Background: an optimization exercise with open tools, aiming at small area, a short achievable clock period and few clock cycles. Do not read the settings as production practice.
Where RTL was checked, it was by simulation tests only, not by an equivalence proof against the original.
No functional check of the RTL was part of run 5.

==> flow/design.v <==
module sqrt_u32(
        input             clk,
        input             rst_n,
        input             vld_in,
        input      [31:0] x,
        output reg        vld_out,
        output     [15:0] y
    );
    reg          busy;
    reg [6:0]    jc;                        
    reg [16:0]   r;                         
    reg [12:0]   xh;                        
    reg [15:0]   z;                         
    assign y = z;
    function [32:0] step(input [32:0] rq, input [1:0] xx);
        reg [16:0] b;
        reg [16:0] d;
        reg        s;
        begin
            s = rq[32];
            b = {2'b00, rq[14:0]} ^ {17{~s}};
            d = rq[32:16] + b + {16'd0, xx[1] | xx[0]};
            step = {d[14:0], xx[1] ~^ xx[0], ~xx[0], rq[14:0], ~d[16]};
        end
    endfunction
    function [19:0] first(input [5:0] top);
        begin
            case (top)
            6'd0: first = {17'h1ffff, 3'd0};
            6'd1: first = {17'h00000, 3'd1};
            6'd2: first = {17'h00001, 3'd1};
            6'd3: first = {17'h00002, 3'd1};
            6'd4: first = {17'h1fffb, 3'd2};
            6'd5: first = {17'h1fffc, 3'd2};
            6'd6: first = {17'h1fffd, 3'd2};
            6'd7: first = {17'h1fffe, 3'd2};
            6'd8: first = {17'h1ffff, 3'd2};
            6'd9: first = {17'h00000, 3'd3};
            6'd10: first = {17'h00001, 3'd3};
            6'd11: first = {17'h00002, 3'd3};
            6'd12: first = {17'h00003, 3'd3};
            6'd13: first = {17'h00004, 3'd3};
            6'd14: first = {17'h00005, 3'd3};
            6'd15: first = {17'h00006, 3'd3};
            6'd16: first = {17'h1fff7, 3'd4};
            6'd17: first = {17'h1fff8, 3'd4};
            6'd18: first = {17'h1fff9, 3'd4};
            6'd19: first = {17'h1fffa, 3'd4};
            6'd20: first = {17'h1fffb, 3'd4};
            6'd21: first = {17'h1fffc, 3'd4};
            6'd22: first = {17'h1fffd, 3'd4};
            6'd23: first = {17'h1fffe, 3'd4};
            6'd24: first = {17'h1ffff, 3'd4};
            6'd25: first = {17'h00000, 3'd5};
            6'd26: first = {17'h00001, 3'd5};
            6'd27: first = {17'h00002, 3'd5};
            6'd28: first = {17'h00003, 3'd5};
            6'd29: first = {17'h00004, 3'd5};
            6'd30: first = {17'h00005, 3'd5};
            6'd31: first = {17'h00006, 3'd5};
            6'd32: first = {17'h00007, 3'd5};
            6'd33: first = {17'h00008, 3'd5};
            6'd34: first = {17'h00009, 3'd5};
            6'd35: first = {17'h0000a, 3'd5};
            6'd36: first = {17'h1fff3, 3'd6};
            6'd37: first = {17'h1fff4, 3'd6};
            6'd38: first = {17'h1fff5, 3'd6};
            6'd39: first = {17'h1fff6, 3'd6};
            6'd40: first = {17'h1fff7, 3'd6};
            6'd41: first = {17'h1fff8, 3'd6};
            6'd42: first = {17'h1fff9, 3'd6};
            6'd43: first = {17'h1fffa, 3'd6};
            6'd44: first = {17'h1fffb, 3'd6};
            6'd45: first = {17'h1fffc, 3'd6};
            6'd46: first = {17'h1fffd, 3'd6};
            6'd47: first = {17'h1fffe, 3'd6};
            6'd48: first = {17'h1ffff, 3'd6};
            6'd49: first = {17'h00000, 3'd7};
            6'd50: first = {17'h00001, 3'd7};
            6'd51: first = {17'h00002, 3'd7};
            6'd52: first = {17'h00003, 3'd7};
            6'd53: first = {17'h00004, 3'd7};
            6'd54: first = {17'h00005, 3'd7};
            6'd55: first = {17'h00006, 3'd7};
            6'd56: first = {17'h00007, 3'd7};
            6'd57: first = {17'h00008, 3'd7};
            6'd58: first = {17'h00009, 3'd7};
            6'd59: first = {17'h0000a, 3'd7};
            6'd60: first = {17'h0000b, 3'd7};
            6'd61: first = {17'h0000c, 3'd7};
            6'd62: first = {17'h0000d, 3'd7};
            6'd63: first = {17'h0000e, 3'd7};
            default: first = 20'd0;
            endcase
        end
    endfunction
    wire [14:0] valid = {(jc[6] & ~jc[4]),
                     (jc[6] & ~jc[3]),
                     (jc[6] & ~jc[2]),
                     (jc[6] & ~jc[1]),
                     (jc[6] & ~jc[0]),
                     jc[6],
                     (jc[5] | jc[6]),
                     (jc[4] | jc[6]),
                     (jc[3] | jc[6]),
                     (jc[2] | jc[6]),
                     (jc[1] | jc[6]),
                     (jc[0] | jc[6]),
                     1'b1,
                     1'b1,
                     1'b1};
    wire        last = (jc[6] & ~jc[4]);
    wire [19:0] ld = first(x[31:26]);
    reg [32:0] it;                          
    integer k;
    always @* begin
        it = {r, 1'b0, z[14:0] & valid};
        for (k = 0; k < 1; k = k + 1)
            it = step(it, {xh[12-k], z[15-k]});
    end
    always @(posedge clk or negedge rst_n) begin
        if (!rst_n) begin
            busy    <= 1'b0;
            vld_out <= 1'b0;
        end else begin
            vld_out <= busy && last;
            if (!busy)
                busy <= vld_in;
            else if (last)
                busy <= 1'b0;
        end
    end
    always @(posedge clk) begin
        if (!busy) begin
            r  <= ld[19:3];
            xh <= {x[25], x[23], x[21], x[19], x[17], x[15], x[13], x[11], x[9], x[7], x[5], x[3], x[1]};
            z  <= {x[24], x[22], x[20], x[18], x[16], x[14], x[12], x[10], x[8], x[6], x[4], x[2], x[0], ld[2:0]};
            jc <= 7'd0;
        end else begin
            r  <= it[32:16];
            xh <= xh << 1;
            z  <= {z[14:0], it[0:0]};
            jc <= {jc[5:0], ~jc[6]};
        end
    end
endmodule
==> flow/flow/run.sh <==
#!/bin/bash
set -euo pipefail
MARGIN=$(cat flow/margin.txt)
bash standard.sh \
  "SETUP_SLACK_MARGIN=$MARGIN" \
  "BUFFER_PORTS_ARGS=-buffer_cell sky130_fd_sc_hd__buf_1" \
  finish > standard.log 2>&1
==> flow/flow/margin.txt <==
7.2
==> flow/standard.sh <==
#!/bin/bash
# synth_recipe.tcl (not shown) runs the flow's synth.tcl, then flattens the netlist and writes it again
# the make line also repeats each setting of config.mk as NAME=value (left out here)
make -C /OpenROAD-flow-scripts/flow DESIGN_CONFIG=/design/flow/config.mk WORK_HOME=/design/flow/orfs CLKGATE_MAP_FILE= SYNTH_SCRIPT=/design/flow/synth_recipe.tcl "${@:-finish}"
==> flow/config.mk <==
export PLATFORM = sky130hd
export DESIGN_NAME = sqrt_u32
export DESIGN_NICKNAME = sqrt_u32
export VERILOG_FILES = /design/flow/design.v
export SDC_FILE = /design/flow/constraint.sdc
export NUM_CORES = 4
export LEC_CHECK = 0
export CAP_MARGIN = 20
export CORE_MARGIN = 2
export CORE_UTILIZATION = 55
export SLEW_MARGIN = 20
==> flow/constraint.sdc <==
create_clock -name core_clock -period 10.0 [get_ports {clk}]
set_input_delay 2.0000 -clock core_clock [delete_from_list [all_inputs] [get_ports {clk}]]
set_output_delay 2.0000 -clock core_clock [all_outputs]
set_load 0.01 [all_outputs]
==> results of run 1 <==
-- repair_timing --
item | in CTS | in global routing
setup endpoints to repair | 32 | 27
resized for setup | 41 | 16
buffers inserted | 7 | 7
pin swaps | 0 | 1
gates cloned | 0 | 0
-- worst max path at each step --
stage / cells after the start / slack (ns) / to
2_1_floorplan: 7 / 7.17 / r[10]$_DFF_P_
3_3_place_gp: 6 / 6.67 / r[13]$_DFF_P_
3_5_place_dp: 6 / 6.61 / r[13]$_DFF_P_
4_1_cts: 1 / 7.19 / vld_out
5_1_grt: 6 / 7.17 / r[14]$_DFF_P_
6_report: 1 / 7.21 / vld_out
-- per-stage QoR --
step	utilization	instances
finish	0.689	422
global route	0.689	422
CTS	0.663	415
detailed placement	0.622	400
global placement	0.622	400
floorplan	-	296
-- registers in the layout (all words and copies together), names as in the netlist --
register,flops
vld_out,1
jc,7
r,17
xh,13
z,16
busy,1
-- Yosys cell counts, drive strengths merged (3+ instances only) --
library cell   n
nand2b         3
nor3           7
o21ai         20
nand2         15
nand3          3
o211ai         3
mux2          25
nand3b         4
ha            21
xor2           3
xnor2         21
a21oi         13
o21a           3
inv           12
o31ai          7
dfxtp         53
buf           13
a21o           4
nor2          13
and2           8
clkbuf         5
nand4          4
nor2b          4
-- routing by layer --
metal | wire [µm] | vias to the layer above | track usage
met5 | 0 | - | 0
met4 | 61 | 0 | 0.0536
met3 | 182 | 6 | 0.0349
met2 | 3090 | 38 | 0.350
met1 | 2620 | 1084 | 0.263
li1 | - | 1157 | -
-- final cells by class --
type,count,share of cell area
multi-input combinational,211,0.500
sequential,55,0.319
timing repair buffer,66,0.116
tap,70,0.0246
clock buffer,5,0.0193
inverter,12,0.0151
clock inverter,3,0.00632
-- logic make-up after synthesis --
logic type,synth area share
simple gates,0.127
compound gates,0.178
flops,0.372
buf+inv,0.0502
mux,0.101
xor+xnor,0.0704
fa+ha+maj,0.101
-- placed cells by master, fill, tap and decap left out, types with 3 or more instances in the layout --
cell	n
mux2_2	25
a21o_1	4
nand3b_1	4
nand3_1	3
nand4_1	4
a21oi_1	10
o31ai_1	4
o21a_1	3
buf_2	6
nand2_1	14
ha_1	19
o31ai_2	3
clkbuf_8	5
o21ai_0	16
dfxtp_2	17
a21oi_2	3
nor3_1	7
o21ai_1	4
and2_1	7
inv_1	9
xnor2_1	21
buf_1	30
buf_4	15
xor2_1	3
buf_6	13
nor2_1	12
nor2b_1	4
dfxtp_1	35
==> metrics.md, run 1 <==
| Metric | Value |
|---|---|
| Total clock buffers created by CTS | 5 |
| Number of nets still failing antenna checks after routing | 0 |
| Hold slack | about 0.46 ns |
| Total Routed Length | 5.96 mm |
| Die width | approximately 78 µm |
| Hold path start | jc[5]$_SDFF_PN0_ |
| # diodes | 0 |
| Vias | 2285 |
| First-pass iteration count of the detailed router | 4 |
| Initial core utilization | 0.578 |
| Endpoint of the most critical register-to-register path | z[0]$_DFF_P_ |
| Reg area | between 1000 and 1500 µm² |
| Standard-cell rows | 26 |
| FF-to-FF path depth | 11 |
| Time the final worst path needs with I/O delays and setup | 2.79 ns |
| Number of buffers and inverters on the critical path | 1 |
| Post-placement setup slack | roughly 6.6 ns |
| Setup_tns | 0 ns |
| Origin of the worst setup path | vld_out$_DFF_PN0_ |
| Pin count of the biggest net entering global routing | 46 |
| CTS tree | done |
| Sequential share of the synthesized area | 0.372 |
| Fillers | 417 |
| Drt via density | 5.41 |
| Count of input and output buffers | 51 |
| CTS clock-pin slew for the worst setup and hold paths | 0.10 ns |
| Highest attainable clock frequency | 359 MHz |
| Start of the worst register-to-register path | z[15]$_DFF_P_ |
| Post-placement cell area | between 3000 and 4000 µm² |
| Final number of setup-violating endpoints | 0 |
| Main flop type after synthesis | dfxtp_1 |
| Wire length of the first global-routing pass | 9.84 mm |
| Unrepaired setup endpoints after global routing | yes |
| Buffer levels on the longest clock path | 2 |
| Source-to-sink clock delay at the later pin of the worst-skew pair | 0.31 ns |
| Crit path max-delay cell type | dfrtp_1 |
| Cell-by-cell trace of the critical path | clkbuf_2 |
| Share of flip-flops with an asynchronous set or reset after synthesis | 0.0364 |
| Chip height | 77.7 µm |
| Total clock sinks | 55 |
| Slew of the pin with the lowest slew margin | between 0.7 and 0.8 ns |
| Global placer's final weighted congestion | 0.866 |
| Cell depth of the worst min-delay path | 1 |
| Number of unique standard cell types used by synthesis | 54 |
| Share of the synthesized area in the top cell type | 0.355 |
| Critical path class | reg2out |
| Clock H-tree levels | 2 |
| Cell accounting for the most synthesized area | dfxtp_1 |
| Die ar. | 6040 µm² |
| Synth-to-layout area growth | 19.3% |
| Post-synthesis sequential element count | 55 |
| Number of global-route vias before repair | 2164 |
| Total count of hold-check failures in the final report | 0 |
| Post-DP HPWL | ~4.4 mm |
| Setup slack after layout | 7.21 ns |
| Critical Path RT | approximately 8.0 ns |
| Post-route DRC | 0 |
| Number of max-cap violations | 0 |
| Cells after Synth | between 200 and 300 |
| Fin nets | 409 |
| Post-synth EDFFs | 0 |
| Post-route clock period utilization | 0.279 |
| Slowest stage delay, CP | 0.37 ns |
| Clock root cell | clkbuf_8 |
| Global router's overall resource usage | 0.203 |
| Max-slew headroom | 0.513 |
| Post-Synthesis Net Count | 354 |
| Number of buffers inserted for hold repair after clock tree synthesis | 0 |
| Run status | complete, no violations |
| R2R Setup Slk | 7.34 ns |
| Summed area of non-filler cells in the final layout | roughly 3600 µm² |
| Max FO, Critical Path | 1 |
| IO Count | 52 |
| Hold worst-path end | jc[6]$_SDFF_PN0_ |
| Synthesis Warnings | 1 |
| Cell types occupying the most area after synthesis | dfxtp_1, mux2_2, ha_1, xnor2_1, o21ai_0 |
| Synth Area per Inst | 10.1 µm² |
| Average routed wire per standard cell | 14.1 µm |
| Post-synthesis instance area | 2990 µm² |
| Type of the most critical hold path | reg2reg |
| Critical path capture point type | primary output |
| Drt initial violations | 88 |
| Initial antenna violation count | 0 |
| Final Skew | 0.00626 ns |
| Sort of element at the start of the critical path | flop |
| Share of layout cells above drive strength 1 | 0.315 |
| Remaining global-route overflow | 0 |
| Crit path arrival time | roughly 0.79 ns |
| Critical path's top delay family | flip-flops |
| Multi-input combinational cell area | 1780 µm² |
| Core region area | about 5200 µm² |
| Count of final max-slew check failures | 0 |
Testbench counts, summed over its fixed seeds: cycles 33,608.
==> run 2, diff against run 1 <==
==> flow/flow/margin.txt (replaced) <==
7.0
--- a/flow/config.mk
+++ b/flow/config.mk
@@ -8,4 +8,6 @@
 export CAP_MARGIN = 20
 export CORE_MARGIN = 2
 export CORE_UTILIZATION = 55
+export CTS_CLUSTER_DIAMETER = 100
+export CTS_CLUSTER_SIZE = 30
 export SLEW_MARGIN = 20
==> metrics.md, run 2 <==
| Metric | Value |
|---|---|
| Run status | complete, no violations |
| Initial core utilization | 0.578 (unchanged) |
| Post-placement cell area | 3170 µm² (-1.5%) |
| Number of buffers and inverters on the critical path | 1 (unchanged) |
| Count of final max-slew check failures | 0 (unchanged) |
| Critical path's top delay family | flip-flops |
| CTS clock-pin slew for the worst setup and hold paths | 0.10 ns (about the same) |
| Cell-by-cell trace of the critical path | buf_1 |
| Synth Area in Simple Gates | 0.127 (unchanged) |
| Die ar. | 6040 µm² (unchanged) |
| Share of synthesized area spent on multiplexers | 0.101 (unchanged) |
| Type of the most critical hold path | reg2reg |
| Main flop type after synthesis | dfxtp_1 |
| Time the final worst path needs with I/O delays and setup | 2.88 ns (+0.0908 ns) |
| Adder-Cell Fraction of Synth Area | 0.101 (unchanged) |
| Endpoint of the most critical register-to-register path | z[0]$_DFF_P_ |
| Commonest cells after routing, fill and taps aside | dfxtp_1, buf_1, mux2_2, xnor2_1, ha_1 |
| Critical Path RT | 8.00 ns (about the same) |
| Critical path capture point type | primary output |
| Number of max-cap violations | 0 (unchanged) |
| Largest family of logic cells by synthesized area | compound AO/OA/AOI/OAI gates |
| Critical path class | reg2out |
| Hold worst-path end | jc[6]$_SDFF_PN0_ |
| Buffer levels on the longest clock path | 2 (unchanged) |
| Total clock sinks | 55 (unchanged) |
| Clock H-tree levels | 2 (unchanged) |
| Initial antenna violation count | 0 (unchanged) |
| Share of the synthesized area in the top cell type | 0.355 (unchanged) |
| Synth cell count leaders | dfxtp_1, mux2_2, ha_1, xnor2_1, o21ai_0 |
| Sort of element at the start of the critical path | flop |
| Slowest stage delay, CP | 0.40 ns (+0.03 ns) |
| Count of input and output buffers | 51 (unchanged) |
| Post-DP HPWL | 4.38 mm (+0.42%) |
| Drt via density | 5.40 (-0.24%) |
| Most flop-heavy register | r |
| Max FO, Critical Path | 3 (+2) |
| Chip height | 77.7 µm (unchanged) |
| Cell depth of the worst min-delay path | 1 (unchanged) |
| Cells after Synth | 296 (unchanged) |
| Average routed wire per standard cell | 14.5 µm (+3.0%) |
| Setup_tns | 0 ns (unchanged) |
| Max-slew headroom | 0.487 (-0.0264) |
| Post-Synth XOR/XNOR Area | 0.0704 (unchanged) |
| Post-route DRC | 0 (unchanged) |
| Number of buffers inserted for hold repair after clock tree synthesis | 0 (unchanged) |
| Crit path arrival time | 0.88 ns (+0.09 ns) |
| Post-synthesis sequential element count | 55 (unchanged) |
| First-pass iteration count of the detailed router | 4 (unchanged) |
| Wire length of the first global-routing pass | 9.96 mm (+1.2%) |
| Slew of the pin with the lowest slew margin | 0.769 ns (+0.0395 ns) |
| Post-synthesis instance area | 2990 µm² (unchanged) |
| Highest attainable clock frequency | 347 MHz (-3.2%) |
| CTS tree | done |
| IO Count | 52 (unchanged) |
| Setup Buffers After CTS | 0 (-7) |
| FF-to-FF path depth | 8 (-3) |
| Most common cell after layout, fill and taps aside | dfxtp_1 |
| Post-cts repair resize count | 1 (-98%) |
| # diodes | 0 (unchanged) |
| Most numerous cell in the Yosys netlist | dfxtp_1 |
| Post-route clock period utilization | 0.288 (+0.00908) |
| Placed cell count | 400 (unchanged) |
| Summed area of non-filler cells in the final layout | 3270 µm² (-8.2%) |
| Cell accounting for the most synthesized area | dfxtp_1 |
| Pin count of the biggest net entering global routing | 46 (unchanged) |
| Hold path start | jc[5]$_SDFF_PN0_ |
| Drt initial violations | 93 (+5.7%) |
| Core region area | 5170 µm² (unchanged) |
| Registers with the highest flip-flop counts | r x17, z x16, xh x13 |
| Global router's overall resource usage | 0.207 (+0.00376) |
| Share of flip-flops with an asynchronous set or reset after synthesis | 0.0364 (unchanged) |
| Vias | 2204 (-3.5%) |
| Total count of hold-check failures in the final report | 0 (unchanged) |
| Synth-to-layout area growth | 9.46% |
| Share of layout cells above drive strength 1 | 0.154 (-0.161) |
| Post-Synthesis Net Count | 354 (unchanged) |
| Post-synthesis compound-gate area fraction | 0.178 (unchanged) |
| Number of nets still failing antenna checks after routing | 0 (unchanged) |
| Source-to-sink clock delay at the later pin of the worst-skew pair | 0.32 ns (about the same) |
| Synthesis Warnings | 1 (unchanged) |
| Start of the worst register-to-register path | r[16]$_DFF_P_ |
| Unrepaired setup endpoints after global routing | no |
| Flip-flop count of the largest register, all copies and words added | 17 (unchanged) |
| Post-synth EDFFs | 0 (unchanged) |
| Fin nets | 395 (-3.4%) |
| Crit path max-delay cell type | dfxtp_1 |
| Remaining global-route overflow | 0 (unchanged) |
| Clock root cell | clkbuf_8 |
| Total Routed Length | 5.93 mm (-0.42%) |
| Sequential share of the synthesized area | 0.372 (unchanged) |
| Final Skew | 0.00721 ns (+0.000951 ns) |
| Standard-cell rows | 26 (unchanged) |
| Hold slack | 0.459 ns (-0.00466 ns) |
| R2R Setup Slk | 7.23 ns (-0.11 ns) |
| Number of unique standard cell types used by synthesis | 54 (unchanged) |
| Cell types occupying the most area after synthesis | dfxtp_1, mux2_2, ha_1, xnor2_1, o21ai_0 |
| Die width | 77.7 µm (unchanged) |
| Final number of setup-violating endpoints | 0 (unchanged) |
| Global placer's final weighted congestion | 0.852 (-1.6%) |
| Number of cells in the finished layout apart from fillers | 408 (-3.3%) |
| Synth Area per Inst | 10.1 µm² (unchanged) |
| Number of global-route vias before repair | 2202 (+1.8%) |
| Total clock buffers created by CTS | 5 (unchanged) |
-- run 2: changes by cell type in the layout (fill, tap and decap cells not counted), sizes merged --
| cell | before | now |
|---|---|---|
| buf | 64 | 50 |
| clkinvlp | 1 | 0 |
| inv | 12 | 13 |
-- run 2: cell type report --
type | instances | area [µm²]
fillers | 462 | 1900
inverters | 12 | 45.0
clock buffers | 5 | 68.8
repair buffers | 52 | 201
well taps | 70 | 87.6
flip-flops and latches | 55 | 1110
clock inverters | 3 | 22.5
multi-input cells | 211 | 1730
-- run 2: cell families (layout without fill, tap and decap cells) --
logic type,count (synthesis),in the layout
simple gates,71,71
compound gates,66,66
flops,55,55
buf+inv,30,72
mux,27,27
xor+xnor,24,24
fa+ha+maj,23,23
-- run 2: through the flow --
| stage | setup slack (ns) | utilization |
|---|---|---|
| CTS | 7.01 | 0.631 |
| floorplan | 7.01 | - |
| global placement | 6.55 | 0.613 |
| global route | 7.02 | 0.632 |
| finish | 7.12 | 0.632 |
| detailed placement | 6.54 | 0.613 |
-- run 2: metal layers --
metal  vias up  part of all wire  track usage
li1       1130                 -            -
met2        39              0.49        0.357
met3         7             0.032       0.0453
met1      1028              0.46        0.258
met5         -                 0            0
met4         0             0.011       0.0607
-- run 2: worst max-delay path by stage --
stage / from / end / slack (ns) / depth (start not counted)
after floorplan: x[28] / r[10]$_DFF_P_ / 7.01 / 7
after global placement: x[31] / r[13]$_DFF_P_ / 6.55 / 5
after detailed placement: x[31] / r[13]$_DFF_P_ / 6.54 / 5
after CTS: x[28] / r[13]$_DFF_P_ / 7.01 / 6
after global routing: x[29] / r[4]$_DFF_P_ / 7.02 / 6
final: z[15]$_DFF_P_ / y[15] / 7.12 / 1
==> run 3, diff against run 2 <==
--- a/flow/config.mk
+++ b/flow/config.mk
@@ -8,6 +8,4 @@
 export CAP_MARGIN = 20
 export CORE_MARGIN = 2
 export CORE_UTILIZATION = 55
-export CTS_CLUSTER_DIAMETER = 100
-export CTS_CLUSTER_SIZE = 30
 export SLEW_MARGIN = 20
==> metrics.md, run 3 <==
| Metric | Value |
|---|---|
| Synth cell count leaders | dfxtp_1, mux2_2, ha_1, xnor2_1, o21ai_0 |
| Most flop-heavy register | r |
| Number of buffers and inverters on the critical path | 1 (unchanged) |
| Total clock sinks | 55 (unchanged) |
| Total Routed Length | 5.93 mm (unchanged) |
| Post-route clock period utilization | 0.288 (unchanged) |
| CTS clock-pin slew for the worst setup and hold paths | 0.10 ns (about the same) |
| Slowest stage delay, CP | 0.40 ns (about the same) |
| FF-to-FF path depth | 8 (unchanged) |
| Cell depth of the worst min-delay path | 1 (unchanged) |
| Share of flip-flops with an asynchronous set or reset after synthesis | 0.0364 (unchanged) |
| Total clock buffers created by CTS | 5 (unchanged) |
| Global-route track usage on met1 | 0.258 (unchanged) |
| Cell types occupying the most area after synthesis | dfxtp_1, mux2_2, ha_1, xnor2_1, o21ai_0 |
| Setup_tns | 0 ns (unchanged) |
| Most common cell after layout, fill and taps aside | dfxtp_1 |
| Unrepaired setup endpoints after global routing | no |
| Share of the synthesized area in the top cell type | 0.355 (unchanged) |
| Global placer's final weighted congestion | 0.852 (unchanged) |
| Flip-flop count of the largest register, all copies and words added | 17 (unchanged) |
| Post-synthesis instance area | 2990 µm² (unchanged) |
| Cells after Synth | 296 (unchanged) |
| Count of final max-slew check failures | 0 (unchanged) |
| Crit path max-delay cell type | dfxtp_1 |
| Max-slew headroom | 0.487 (unchanged) |
| Clock H-tree levels | 2 (unchanged) |
| Final Skew | 0.00721 ns (unchanged) |
| IO Count | 52 (unchanged) |
| Met3 Resource Use GR | 0.0453 (unchanged) |
| Vias | 2204 (unchanged) |
| Post-DP HPWL | 4.38 mm (unchanged) |
| Met2 global-route usage | 0.357 (unchanged) |
| # diodes | 0 (unchanged) |
| Synth Area per Inst | 10.1 µm² (unchanged) |
| Post-synthesis sequential element count | 55 (unchanged) |
| Initial antenna violation count | 0 (unchanged) |
| Highest attainable clock frequency | 347 MHz (unchanged) |
| Fin nets | 395 (unchanged) |
| Hold path start | jc[5]$_SDFF_PN0_ |
| Main flop type after synthesis | dfxtp_1 |
| Share of layout cells above drive strength 1 | 0.154 (unchanged) |
| Critical path capture point type | primary output |
| Number of max-cap violations | 0 (unchanged) |
| Die width | 77.7 µm (unchanged) |
| Final number of setup-violating endpoints | 0 (unchanged) |
| First-pass iteration count of the detailed router | 4 (unchanged) |
| R2R Setup Slk | 7.23 ns (about the same) |
| Number of unique standard cell types used by synthesis | 54 (unchanged) |
| Hold slack | 0.459 ns (unchanged) |
| Time the final worst path needs with I/O delays and setup | 2.88 ns (unchanged) |
| Run status | complete, no violations |
| Hold worst-path end | jc[6]$_SDFF_PN0_ |
| Type of the most critical hold path | reg2reg |
| Crit path arrival time | 0.88 ns (about the same) |
| Clock root cell | clkbuf_8 |
| Start of the worst register-to-register path | r[16]$_DFF_P_ |
| Wire length of the first global-routing pass | 9.96 mm (unchanged) |
| Post-Synthesis Net Count | 354 (unchanged) |
| CTS tree | done |
| Synth-to-layout area growth | 9.46% (unchanged) |
| Source-to-sink clock delay at the later pin of the worst-skew pair | 0.32 ns (about the same) |
| Total count of hold-check failures in the final report | 0 (unchanged) |
| Endpoint of the most critical register-to-register path | z[0]$_DFF_P_ |
| Slew of the pin with the lowest slew margin | 0.769 ns (unchanged) |
| Average routed wire per standard cell | 14.5 µm (unchanged) |
| Placed cell count | 400 (unchanged) |
| Cell accounting for the most synthesized area | dfxtp_1 |
| Standard-cell rows | 26 (unchanged) |
| Most numerous cell in the Yosys netlist | dfxtp_1 |
| Global router's overall resource usage | 0.207 (unchanged) |
| Sort of element at the start of the critical path | flop |
| Most Crowded Layer GR | met2 |
| Core region area | 5170 µm² (unchanged) |
| Drt via density | 5.40 (unchanged) |
| Number of nets still failing antenna checks after routing | 0 (unchanged) |
| Sequential share of the synthesized area | 0.372 (unchanged) |
| Post-synth EDFFs | 0 (unchanged) |
| Chip height | 77.7 µm (unchanged) |
| Initial core utilization | 0.578 (unchanged) |
| Cell-by-cell trace of the critical path | buf_1 |
| Critical path class | reg2out |
| Number of cells in the finished layout apart from fillers | 408 (unchanged) |
| Die ar. | 6040 µm² (unchanged) |
| Critical Path RT | 8.00 ns (about the same) |
| Number of global-route vias before repair | 2202 (unchanged) |
| Post-route DRC | 0 (unchanged) |
| Buffer levels on the longest clock path | 2 (unchanged) |
| Count of input and output buffers | 51 (unchanged) |
| Drt initial violations | 93 (unchanged) |
| Pin count of the biggest net entering global routing | 46 (unchanged) |
| Setup Buffers After CTS | 0 (unchanged) |
| Remaining global-route overflow | 0 (unchanged) |
| Commonest cells after routing, fill and taps aside | dfxtp_1, buf_1, mux2_2, xnor2_1, ha_1 |
| Critical path's top delay family | flip-flops |
| Synthesis Warnings | 1 (unchanged) |
| Max FO, Critical Path | 3 (unchanged) |
| Registers with the highest flip-flop counts | r x17, z x16, xh x13 |
run 3: worst max-delay path by stage:
| stage | startpoint | to | slack (ns) | cells past startpoint |
|---|---|---|---|---|
| 6_report | z[15]$_DFF_P_ | y[15] | 7.12 | 1 |
| 5_1_grt | x[29] | r[4]$_DFF_P_ | 7.02 | 6 |
| 4_1_cts | x[28] | r[13]$_DFF_P_ | 7.01 | 6 |
| 3_5_place_dp | x[31] | r[13]$_DFF_P_ | 6.54 | 5 |
| 3_3_place_gp | x[31] | r[13]$_DFF_P_ | 6.55 | 5 |
| 2_1_floorplan | x[28] | r[10]$_DFF_P_ | 7.01 | 7 |
run 3: kinds of logic after synthesis:
kind of cell	count (synthesis)	share of synthesized area
muxes	27	0.101
DFF	55	0.372
AOI/OAI and AO/OA	66	0.178
adders and majority gates	23	0.101
xor gates and xnor gates	24	0.0704
buffers and inverters	30	0.0502
and+or+nand+nor	71	0.127
run 3: what timing repair did:
action                                  4_1_cts  5_1_grt
hold buffers                                  0        0
hold endpoints to repair                      0        0
pin swaps                                     0        0
gates resized for setup                       1        3
endpoints found under the setup margin       13       13
run 3: layout make-up:
class	instances	area, µm²
fill	462	1900
timing repair buffer	52	201
clock inverter	3	22.5
inverter	12	45.0
tap	70	87.6
multi-input combinational	211	1730
clock buffer	5	68.8
sequential	55	1110
run 3: stage by stage:
step / setup slack, ns / util / cell area, µm²
floorplan: 7.01 / - / 2990
global placement: 6.55 / 0.613 / 3170
detailed placement: 6.54 / 0.613 / 3170
CTS: 7.01 / 0.631 / 3260
global route: 7.02 / 0.632 / 3270
finish: 7.12 / 0.632 / 3270
run 3: layer usage:
layer	part of all wire	wire length, µm
met1	0.46	2750
met2	0.49	2920
met3	0.032	189
met4	0.011	68
met5	0	0
==> run 4, diff against run 3 <==
--- a/flow/config.mk
+++ b/flow/config.mk
@@ -8,4 +8,7 @@
 export CAP_MARGIN = 20
 export CORE_MARGIN = 2
 export CORE_UTILIZATION = 55
+export CTS_BUF_LIST = sky130_fd_sc_hd__clkbuf_16
+export CTS_CLUSTER_DIAMETER = 200
+export CTS_CLUSTER_SIZE = 60
 export SLEW_MARGIN = 20
==> metrics.md, run 4 <==
| Metric | Value |
|---|---|
| Share of the synthesized area in the top cell type | 0.355 (unchanged) |
| Commonest cells after routing, fill and taps aside | dfxtp_1, buf_1, mux2_2, xnor2_1, ha_1 |
| Synth Area in Simple Gates | 0.127 (unchanged) |
| Final number of setup-violating endpoints | 0 (unchanged) |
| # diodes | 0 (unchanged) |
| Sort of element at the start of the critical path | input port |
| Chip height | 77.7 µm (unchanged) |
| Registers with the highest flip-flop counts | r x17, z x16, xh x13 |
| Average routed wire per standard cell | 14.6 µm (+0.73%) |
| Post-route clock period utilization | 0.285 (-0.00268) |
| Post-route DRC | 0 (unchanged) |
| Slew of the pin with the lowest slew margin | 0.775 ns (+0.00636 ns) |
| Number of unique standard cell types used by synthesis | 54 (unchanged) |
| Number of nets still failing antenna checks after routing | 0 (unchanged) |
| Fin nets | 395 (unchanged) |
| Critical path's top delay family | compound AO/OA/AOI/OAI gates |
| IO Count | 52 (unchanged) |
| Total clock buffers created by CTS | 5 (unchanged) |
| Clock root cell | clkbuf_16 |
| Max-slew headroom | 0.483 (-0.00424) |
| Number of buffers inserted for hold repair after clock tree synthesis | 0 (unchanged) |
| Total clock sinks | 55 (unchanged) |
| Vias | 2223 (+0.86%) |
| Critical Path RT | 10.14 ns (+2.14 ns) |
| Most numerous cell in the Yosys netlist | dfxtp_1 |
| Unrepaired setup endpoints after global routing | no |
| Most flop-heavy register | r |
| Critical path capture point type | flop |
| Adder-Cell Fraction of Synth Area | 0.101 (unchanged) |
| Final Skew | 0.00547 ns (-0.00174 ns) |
| R2R Setup Slk | 7.23 ns (about the same) |
| Total Routed Length | 5.97 mm (+0.73%) |
| Die ar. | 6040 µm² (unchanged) |
| Post-DP HPWL | 4.38 mm (unchanged) |
| Synth-to-layout area growth | 11.6% |
| Time the final worst path needs with I/O delays and setup | 2.85 ns (-0.0268 ns) |
| Crit path max-delay cell type | a21o_1 |
| Synth Area per Inst | 10.1 µm² (unchanged) |
| Number of buffers and inverters on the critical path | 1 (unchanged) |
| Cell-by-cell trace of the critical path | buf_1 > nand2b_4 > a21oi_1 > a21o_1 > nand2_4 > o21ai_0 |
| Total count of hold-check failures in the final report | 0 (unchanged) |
| CTS tree | done |
| Share of flip-flops with an asynchronous set or reset after synthesis | 0.0364 (unchanged) |
| Flip-flop count of the largest register, all copies and words added | 17 (unchanged) |
| Core region area | 5170 µm² (unchanged) |
| CTS clock-pin slew for the worst setup and hold paths | 0.07 ns (-0.03 ns) |
| Number of global-route vias before repair | 2206 (+0.18%) |
| Post-synth EDFFs | 0 (unchanged) |
| Post-synthesis sequential element count | 55 (unchanged) |
| Pin count of the biggest net entering global routing | 46 (unchanged) |
| Die width | 77.7 µm (unchanged) |
| Global router's overall resource usage | 0.208 (+0.000988) |
| Synth cell count leaders | dfxtp_1, mux2_2, ha_1, xnor2_1, o21ai_0 |
| Standard-cell rows | 26 (unchanged) |
| Sequential share of the synthesized area | 0.372 (unchanged) |
| Cell types occupying the most area after synthesis | dfxtp_1, mux2_2, ha_1, xnor2_1, o21ai_0 |
| Largest family of logic cells by synthesized area | compound AO/OA/AOI/OAI gates |
| Cells after Synth | 296 (unchanged) |
| Initial antenna violation count | 0 (unchanged) |
| Drt initial violations | 58 (-38%) |
| Post-Synth XOR/XNOR Area | 0.0704 (unchanged) |
| Hold slack | 0.452 ns (-0.00728 ns) |
| Slowest stage delay, CP | 0.22 ns (-0.18 ns) |
| Number of max-cap violations | 0 (unchanged) |
| Count of final max-slew check failures | 0 (unchanged) |
| Drt via density | 5.45 (+0.86%) |
| Source-to-sink clock delay at the later pin of the worst-skew pair | 0.29 ns (-0.03 ns) |
| First-pass iteration count of the detailed router | 5 (+1) |
| Initial core utilization | 0.578 (unchanged) |
| Post-synthesis compound-gate area fraction | 0.178 (unchanged) |
| Synthesis Warnings | 1 (unchanged) |
| Remaining global-route overflow | 0 (unchanged) |
| Most common cell after layout, fill and taps aside | dfxtp_1 |
| Run status | complete, no violations |
| Crit path arrival time | 3.00 ns (+2.12 ns) |
| Type of the most critical hold path | reg2reg |
| Count of input and output buffers | 51 (unchanged) |
| Highest attainable clock frequency | 350 MHz (+0.94%) |
| Main flop type after synthesis | dfxtp_1 |
| Setup_tns | 0 ns (unchanged) |
| Post-synthesis instance area | 2990 µm² (unchanged) |
| Share of layout cells above drive strength 1 | 0.160 (+0.00592) |
| Critical path class | in2reg |
| Cell accounting for the most synthesized area | dfxtp_1 |
| Global placer's final weighted congestion | 0.852 (unchanged) |
| Post-Synthesis Net Count | 354 (unchanged) |
| Max FO, Critical Path | 13 (+10) |
| Share of synthesized area spent on multiplexers | 0.101 (unchanged) |
| Wire length of the first global-routing pass | 10.1 mm (+1.1%) |
| Buffer levels on the longest clock path | 2 (unchanged) |
| Clock H-tree levels | 2 (unchanged) |
==> run 4: cell count changes in the layout (fill, tap and decap cells not counted) <==
cell	delta
clkbuf_8	-5
buf_1	-1
nand2b_1	-1
clkbuf_16	+5
nand2b_4	+1
buf_2	+1
==> run 4: cells by family after synthesis <==
family | after synthesis
flip-flops | 55
XOR/XNOR | 24
buffers and inverters | 30
adder cells (fa/ha/maj) | 23
AND/OR/NAND/NOR | 71
multiplexers | 27
AO/OA/AOI/OAI | 66
==> run 4: per-stage QoR <==
stage               area [µm²]   util  worst slack [ns]  cells
floorplan                 2990      -              7.01    296
global placement          3170  0.613              6.55    400
detailed placement        3170  0.613              6.54    400
CTS                       3320  0.642              7.01    408
global route              3340  0.645              7.01    408
finish                    3340  0.645              7.15    408
==> run 4: path summary, 6_finish.rpt <==
kind / start / to / depth (start not counted)
max: x[29] / r[8]$_DFF_P_ / 6
min: jc[5]$_SDFF_PN0_ / jc[6]$_SDFF_PN0_ / 1
max reg2reg: r[16]$_DFF_P_ / z[0]$_DFF_P_ / 8
min reg2reg: jc[5]$_SDFF_PN0_ / jc[6]$_SDFF_PN0_ / 1
max in group asynchronous: rst_n / vld_out$_DFF_PN0_ / 1
min in group asynchronous: rst_n / busy$_DFF_PN0_ / 1
==> run 4: metal layers <==
metal  GRT usage  vias up  wire, µm
met1       0.261     1047      2710
met3      0.0442        4       193
met4      0.0411        0        31
met5           0        -         0
met2       0.367       41      3040
li1            -     1131         -
==> run 4: what timing repair did <==
item                                    in CTS  in global routing
gates resized for setup                      2                  4
setup buffers                                0                  0
hold endpoints to repair                     0                  0
endpoints found under the setup margin      13                 14
==> run 4: worst reg2reg max path, cell delays in order, from the launching register on <==
cell,delay (ns)
dfxtp_1,0.47
inv_1,0.34
xnor2_1,0.33
ha_1,0.32
a21o_1,0.23
a221oi_4,0.43
o31ai_2,0.15
a2111oi_2,0.33
nor2_1,0.06
==> run 4: area by class of cell <==
| class | count | area (µm²) |
|---|---|---|
| Fill cell | 457 | 1840 |
| Multi-Input combinational cell | 211 | 1740 |
| Sequential cell | 55 | 1110 |
| Timing Repair Buffer | 52 | 203 |
| Clock buffer | 5 | 125 |
| Tap cell | 70 | 87.6 |
| Inverter | 12 | 45.0 |
| Clock inverter | 3 | 22.5 |
==> run 5, diff against run 4 <==
--- a/flow/design.v
+++ b/flow/design.v
@@ -13,14 +13,14 @@
     reg [15:0]   z;                         
     assign y = z;
     function [32:0] step(input [32:0] rq, input [1:0] xx);
-        reg [16:0] b;
+        reg [15:0] b;
         reg [16:0] d;
         reg        s;
         begin
             s = rq[32];
-            b = {2'b00, rq[14:0]} ^ {17{~s}};
-            d = rq[32:16] + b + {16'd0, xx[1] | xx[0]};
-            step = {d[14:0], xx[1] ~^ xx[0], ~xx[0], rq[14:0], ~d[16]};
+            b = {1'b0, rq[14:0]} ^ {16{~s}};
+            d = {1'b0, rq[31:16]} + {1'b0, b} + {16'd0, xx[1] | xx[0]};
+            step = {d[14:0], xx[1] ~^ xx[0], ~xx[0], rq[14:0], d[16]};
         end
     endfunction
     function [19:0] first(input [5:0] top);
--- a/flow/config.mk
+++ b/flow/config.mk
@@ -8,7 +8,4 @@
 export CAP_MARGIN = 20
 export CORE_MARGIN = 2
 export CORE_UTILIZATION = 55
-export CTS_BUF_LIST = sky130_fd_sc_hd__clkbuf_16
-export CTS_CLUSTER_DIAMETER = 200
-export CTS_CLUSTER_SIZE = 60
 export SLEW_MARGIN = 20
==> metrics.md, run 5 <==
| Metric | Value |
|---|---|
| Global router's overall resource usage | 0.207 (-0.000988) |
| Post-synthesis sequential element count | 55 (unchanged) |
| Chip height | 77.7 µm (unchanged) |
| Core region area | 5170 µm² (unchanged) |
| CTS tree | done |
| Max-slew headroom | 0.487 (+0.00424) |
| Most flop-heavy register | r |
| Number of max-cap violations | 0 (unchanged) |
| Flip-flop count of the largest register, all copies and words added | 17 (unchanged) |
| Setup_tns | 0 ns (unchanged) |
| # diodes | 0 (unchanged) |
| Main flop type after synthesis | dfxtp_1 |
| Crit path max-delay cell type | dfxtp_1 |
| Standard-cell rows | 26 (unchanged) |
| Source-to-sink clock delay at the later pin of the worst-skew pair | 0.32 ns (+0.03 ns) |
| Unrepaired setup endpoints after global routing | no |
| Fin nets | 395 (unchanged) |
| First-pass iteration count of the detailed router | 4 (-1) |
| Most numerous cell in the Yosys netlist | dfxtp_1 |
| Max FO, Critical Path | 3 (-10) |
| Sort of element at the start of the critical path | flop |
| Registers with the highest flip-flop counts | r x17, z x16, xh x13 |
| Hold slack | 0.459 ns (+0.00728 ns) |
| Total count of hold-check failures in the final report | 0 (unchanged) |
| Total clock buffers created by CTS | 5 (unchanged) |
| Global placer's final weighted congestion | 0.852 (unchanged) |
| Drt initial violations | 93 (+60%) |
| Post-route clock period utilization | 0.288 (+0.00268) |
| Die ar. | 6040 µm² (unchanged) |
| Type of the most critical hold path | reg2reg |
| Initial core utilization | 0.578 (unchanged) |
| Final number of setup-violating endpoints | 0 (unchanged) |
| Vias | 2204 (-0.85%) |
| Post-route DRC | 0 (unchanged) |
| Post-DP HPWL | 4.38 mm (unchanged) |
| Most common cell after layout, fill and taps aside | dfxtp_1 |
| Clock H-tree levels | 2 (unchanged) |
| Setup Buffers After CTS | 0 (unchanged) |
| IO Count | 52 (unchanged) |
| Post-synthesis instance area | 2990 µm² (unchanged) |
| Remaining global-route overflow | 0 (unchanged) |
| Slowest stage delay, CP | 0.40 ns (+0.18 ns) |
| Critical path capture point type | primary output |
| Post-Synthesis Net Count | 354 (unchanged) |
| Number of global-route vias before repair | 2202 (-0.18%) |
| Cell types occupying the most area after synthesis | dfxtp_1, mux2_2, ha_1, xnor2_1, o21ai_0 |
| Slew of the pin with the lowest slew margin | 0.769 ns (-0.00636 ns) |
| Initial antenna violation count | 0 (unchanged) |
| Synth Area per Inst | 10.1 µm² (unchanged) |
| Synthesis Warnings | 1 (unchanged) |
| Critical path class | reg2out |
| Number of unique standard cell types used by synthesis | 54 (unchanged) |
| Final Skew | 0.00721 ns (+0.00174 ns) |
| Commonest cells after routing, fill and taps aside | dfxtp_1, buf_1, mux2_2, xnor2_1, ha_1 |
| Count of input and output buffers | 51 (unchanged) |
| Share of flip-flops with an asynchronous set or reset after synthesis | 0.0364 (unchanged) |
| Wire length of the first global-routing pass | 9.96 mm (-1.1%) |
| Average routed wire per standard cell | 14.5 µm (-0.72%) |
| Critical path's top delay family | flip-flops |
| Run status | complete, no violations |
| Number of buffers and inverters on the critical path | 1 (unchanged) |
| Highest attainable clock frequency | 347 MHz (-0.93%) |
| Post-synth EDFFs | 0 (unchanged) |
| Number of nets still failing antenna checks after routing | 0 (unchanged) |
| Count of final max-slew check failures | 0 (unchanged) |
| Total Routed Length | 5.93 mm (-0.72%) |
| Share of the synthesized area in the top cell type | 0.355 (unchanged) |
| Cells after Synth | 296 (unchanged) |
| Clock root cell | clkbuf_8 |
| Buffer levels on the longest clock path | 2 (unchanged) |
| Drt via density | 5.40 (-0.85%) |
| Pin count of the biggest net entering global routing | 46 (unchanged) |
| Share of layout cells above drive strength 1 | 0.154 (-0.00592) |
| Critical Path RT | 8.00 ns (-2.14 ns) |
| Synth cell count leaders | dfxtp_1, mux2_2, ha_1, xnor2_1, o21ai_0 |
| Time the final worst path needs with I/O delays and setup | 2.88 ns (+0.0268 ns) |
| Cell-by-cell trace of the critical path | buf_1 |
| Cell accounting for the most synthesized area | dfxtp_1 |
| Die width | 77.7 µm (unchanged) |
| Total clock sinks | 55 (unchanged) |
| Synth-to-layout area growth | 9.46% |
| Crit path arrival time | 0.88 ns (-2.12 ns) |
| Sequential share of the synthesized area | 0.372 (unchanged) |
| CTS clock-pin slew for the worst setup and hold paths | 0.10 ns (+0.03 ns) |
## run 5: cell counts after synthesis
No cell type changed its count.
## run 5: kinds of logic (layout without fill, tap and decap cells)
group	count (synthesis)	in the layout	synth area share
AND/OR/NAND/NOR	71	71	0.127
AO/OA/AOI/OAI	66	66	0.178
flip-flops	55	55	0.372
buffers and inverters	30	72	0.0502
multiplexers	27	27	0.101
XOR/XNOR	24	24	0.0704
adder cells (fa/ha/maj)	23	23	0.101
## run 5: worst paths after layout
kind | from | end | slack [ns] | cells after the start
worst min-delay path | jc[5]$_SDFF_PN0_ | jc[6]$_SDFF_PN0_ | 0.46 | 1
worst max-delay path | z[15]$_DFF_P_ | y[15] | 7.12 | 1
worst min register to register | jc[5]$_SDFF_PN0_ | jc[6]$_SDFF_PN0_ | 0.46 | 1
max in group asynchronous | rst_n | vld_out$_DFF_PN0_ | 8.44 | 1
min in group asynchronous | rst_n | busy$_DFF_PN0_ | 1.44 | 1
worst max register to register | r[16]$_DFF_P_ | z[0]$_DFF_P_ | 7.23 | 8
## run 5: routing by layer
metal	vias up	share of wire	global-route usage
met1	1028	0.46	0.258
met2	39	0.49	0.357
met4	0	0.011	0.0607
met3	7	0.032	0.0453
li1	1130	-	-
met5	-	0	0
## run 5: per-stage QoR
stage / setup slack [ns] / area (µm²) / cells / util
after detailed placement: 6.54 / 3170 / 400 / 0.613
after global placement: 6.55 / 3170 / 400 / 0.613
after floorplan: 7.01 / 2990 / 296 / -
after global routing: 7.02 / 3270 / 408 / 0.632
final: 7.12 / 3270 / 408 / 0.632
after CTS: 7.01 / 3260 / 408 / 0.631
## run 5: timing repair
action,in CTS,in global routing
hold buffers,0,0
resized for setup,1,3
setup endpoints to repair,13,13
## run 5: layout make-up
| type | instances | area [µm²] |
|---|---|---|
| Clock buffer | 5 | 68.8 |
| Clock inverter | 3 | 22.5 |
| Fill cell | 462 | 1900 |
| Inverter | 12 | 45.0 |
| Multi-Input combinational cell | 211 | 1730 |
| Sequential cell | 55 | 1110 |
| Tap cell | 70 | 87.6 |
| Timing Repair Buffer | 52 | 201 |

what the ideal ports hide:
The flow's constraints put no driver on any port. The routed layouts listed below were extracted and timed again, unchanged, in two steps.
Step 1 (the two cells are an assumption about what drives the block):
set clk [get_ports {clk}]
set_driving_cell -lib_cell sky130_fd_sc_hd__clkbuf_16 $clk
set_driving_cell -lib_cell sky130_fd_sc_hd__buf_2 [delete_from_list [all_inputs] $clk]
Step 2 times the ports against the registers' clock, not the clock port: input delays grow and output delays shrink by t, the midpoint of the rising clock arrivals with the driver on.
Three values: ideal ports, drivers, drivers and shift; two values: the first two.
run	t, ns	setup slack, ns	worst hold slack (ns)	clock arrival spread, ns
run 1	0.332	7.211 / 7.184 / 6.930	0.464 / 0.464 / 0.464	0.006 / 0.006
run 2	0.338	7.120 / 7.094 / 6.813	0.459 / 0.459 / 0.459	0.008 / 0.008
run 3	0.338	7.120 / 7.094 / 6.813	0.459 / 0.459 / 0.459	0.008 / 0.008
run 4	0.319	7.147 / 7.123 / 6.837	0.452 / 0.452 / 0.452	0.006 / 0.005
run 5	0.338	7.120 / 7.094 / 6.813	0.459 / 0.459 / 0.459	0.008 / 0.008
After both steps setup and hold are still met in every run listed. For run 4, which loses most, drivers alone change the setup slack by -0.024 ns; drivers and shift together by -0.310 ns.
